Context: an optimization exercise on an open-source flow, tuned for small area. The choices shown serve that exercise and are no tape-out recipe.
The RTL was checked by simulation tests, not by an equivalence proof against the original design.
Power figures rest on the tool's default switching activity, not on a simulated workload.

==> flow/design.v (excerpt) <==
module top #(
  parameter WIDTH = 16
  ) (
    input                 clk,               
    input                 rst,               
    input                 data_in_i,         
    input                 data_in_u,         
    output                mclkin,            
    output                word_clk,          
    output [WIDTH - 1 :0] data_i,            
    output [WIDTH - 1 :0] data_u,            
    output                data_tx            
);
For scale: about 910 cells after synthesis, about 340 flip-flops, about 39 I/O pins, ~11,000 um^2 of cells after synthesis.
export LEC_CHECK = 0
export CAP_MARGIN = 20
export CORE_MARGIN = 2
export CORE_UTILIZATION = 40
export CTS_BUF_LIST = sky130_fd_sc_hd__clkbuf_2
export CTS_CLUSTER_DIAMETER = 30
export CTS_CLUSTER_SIZE = 6
export SLEW_MARGIN = 20
create_clock -name core_clock -period 10.0 [get_ports {clk}]
run.sh (not shown) runs the stock make flow with config.mk's settings and CLKGATE_MAP_FILE= SYNTH_SCRIPT=/design/flow/synth_recipe.tcl, a recipe that flattens the netlist after the stock synthesis.
The baseline completed without violations.
Change:
- CTS_BUF_LIST: sky130_fd_sc_hd__clkbuf_2 -> sky130_fd_sc_hd__clkbuf_4
- CTS_CLUSTER_DIAMETER: 30 -> 40
- CTS_CLUSTER_SIZE: 6 -> 10
Outcome: Sequential power is about the same; worst setup slack gains 150 ps; final area hardly moves; routed wire length decreases slightly; total power decreases slightly; flip-flop and latch count stays the same; count of clock-buffer cells in the layout decreases by 34; utilization is about the same; via count decreases slightly; non-clock buffer count stays the same; first-iteration DRC count decreases by a few percent.

---

== P ==
top, a different RTL version from the one above (not shown whole).
Size: roughly 900 cells after synthesis, ~330 flip-flops, roughly 39 I/O pins, roughly 11000 um^2 of cells after synthesis.
Settings: LEC_CHECK=0, CAP_MARGIN=20, CORE_MARGIN=2, CORE_UTILIZATION=60, SLEW_MARGIN=20; clock period 10.0 ns.
standard.sh (not shown) runs the stock make flow with config.mk's settings and CLKGATE_MAP_FILE= SYNTH_SCRIPT=/design/flow/synth_recipe.tcl, a recipe that flattens the netlist after the stock synthesis.
==> flow/flow/run.sh <==
#!/bin/bash
# Standard layout (the standard.sh: standard synthesis, floorplan, power
# grid, placement, CTS, routing) with three settings changed:
#  - the clock tree is built from clkbuf_4 in clusters of at most 10 sinks,
#    without dummy loads;
#  - ports are buffered with buf_1 instead of the resizer's default choice;
#  - buffers inserted by ABC are removed before placement (repair_design
#    puts back what max slew/cap/fanout need).
# The full make output goes to run.log in the work folder; the ORFS logs
# of each step are under orfs/logs/.
set -euo pipefail
cd "$(dirname "$0")/.."
bash standard.sh \
  "CTS_ARGS=-sink_clustering_enable -repair_clock_nets -sink_clustering_size 12 -sink_clustering_max_diameter 30 -buf_list sky130_fd_sc_hd__clkbuf_4 -dont_use_dummy_load" \
  "BUFFER_PORTS_ARGS=-buffer_cell sky130_fd_sc_hd__buf_1" \
  "REMOVE_ABC_BUFFERS=1" \
  finish > run.log 2>&1
The final layout from P, which completed every stage, passed the timing, design-rule and antenna checks at the end of the flow.
The inputs of Q differ from those of P as listed below.
Settings: CTS_CLUSTER_SIZE: unset -> 10; CORE_UTILIZATION: 60 -> 40; CTS_CLUSTER_DIAMETER: unset -> 40; CTS_BUF_LIST: unset -> sky130_fd_sc_hd__clkbuf_4.
--- a/flow/flow/run.sh
+++ b/flow/flow/run.sh
@@ -14 +14 @@
-  "CTS_ARGS=-sink_clustering_enable -repair_clock_nets -sink_clustering_size 12 -sink_clustering_max_diameter 30 -buf_list sky130_fd_sc_hd__clkbuf_4 -dont_use_dummy_load" \
+  "CTS_ARGS=-sink_clustering_enable -repair_clock_nets -sink_clustering_size 10 -sink_clustering_max_diameter 40 -buf_list sky130_fd_sc_hd__clkbuf_4 -dont_use_dummy_load" \
@@ -16,0 +17 @@
+  "RECOVER_POWER=100" \
### Flow results
In Q the implementation ran to completion but is not tape-out ready, as the final checks report capacitance limit, slew limit.
The lower final critical delay including setup and external delays of Q and P is in P.
Q vs P: number of cell instances on the worst register-to-register path down in Q
Compared to P, Q has global-route wire length before repair about 2.2% higher.
The run with more routed wire is Q, not P.
Q vs P, met1 track utilization from global routing went down by 7.1 points.
Compared with P, in Q area growth from synthesis to final layout went up by 0.74 points; cell area after layout +about 0.7%.
Q vs P, die area went up by 48%.
Q -> P: share of power burned in the clock network flat

-- re-timing with driven ports --
Ports are ideal in the flow. The routed layouts listed here were re-timed in OpenROAD. Step 1 sets driving cells, clkbuf_16 on the clock port and buf_2 on the other inputs (assumed; they add their load-dependent delay and slew). Step 2, shift: input delay + t, output delay - t, t = (earliest + latest rising clock arrival at the registers) / 2. This alone moves slack from input paths to output paths. a / b / c = no drivers / after step 1 / after step 2; a / b = the first two.
run | t (ns) | slack for setup (ns) | latest minus earliest clock arrival (ns) | slew at the worst register clock pin (ns)
the first run of note 1 | 0.822 | 5.245 / 5.208 / 5.615 | 0.072 / 0.072 | 0.11 / 0.11
the second run of note 1 | 0.691 | 5.391 / 5.354 / 5.604 | 0.063 / 0.063 | 0.10 / 0.10
P | 0.660 | 5.588 / 5.588 / 5.588 | 0.081 / 0.082 | 0.11 / 0.11
Q | 0.663 | 5.108 / 5.108 / 5.108 | 0.096 / 0.096 | 0.11 / 0.11
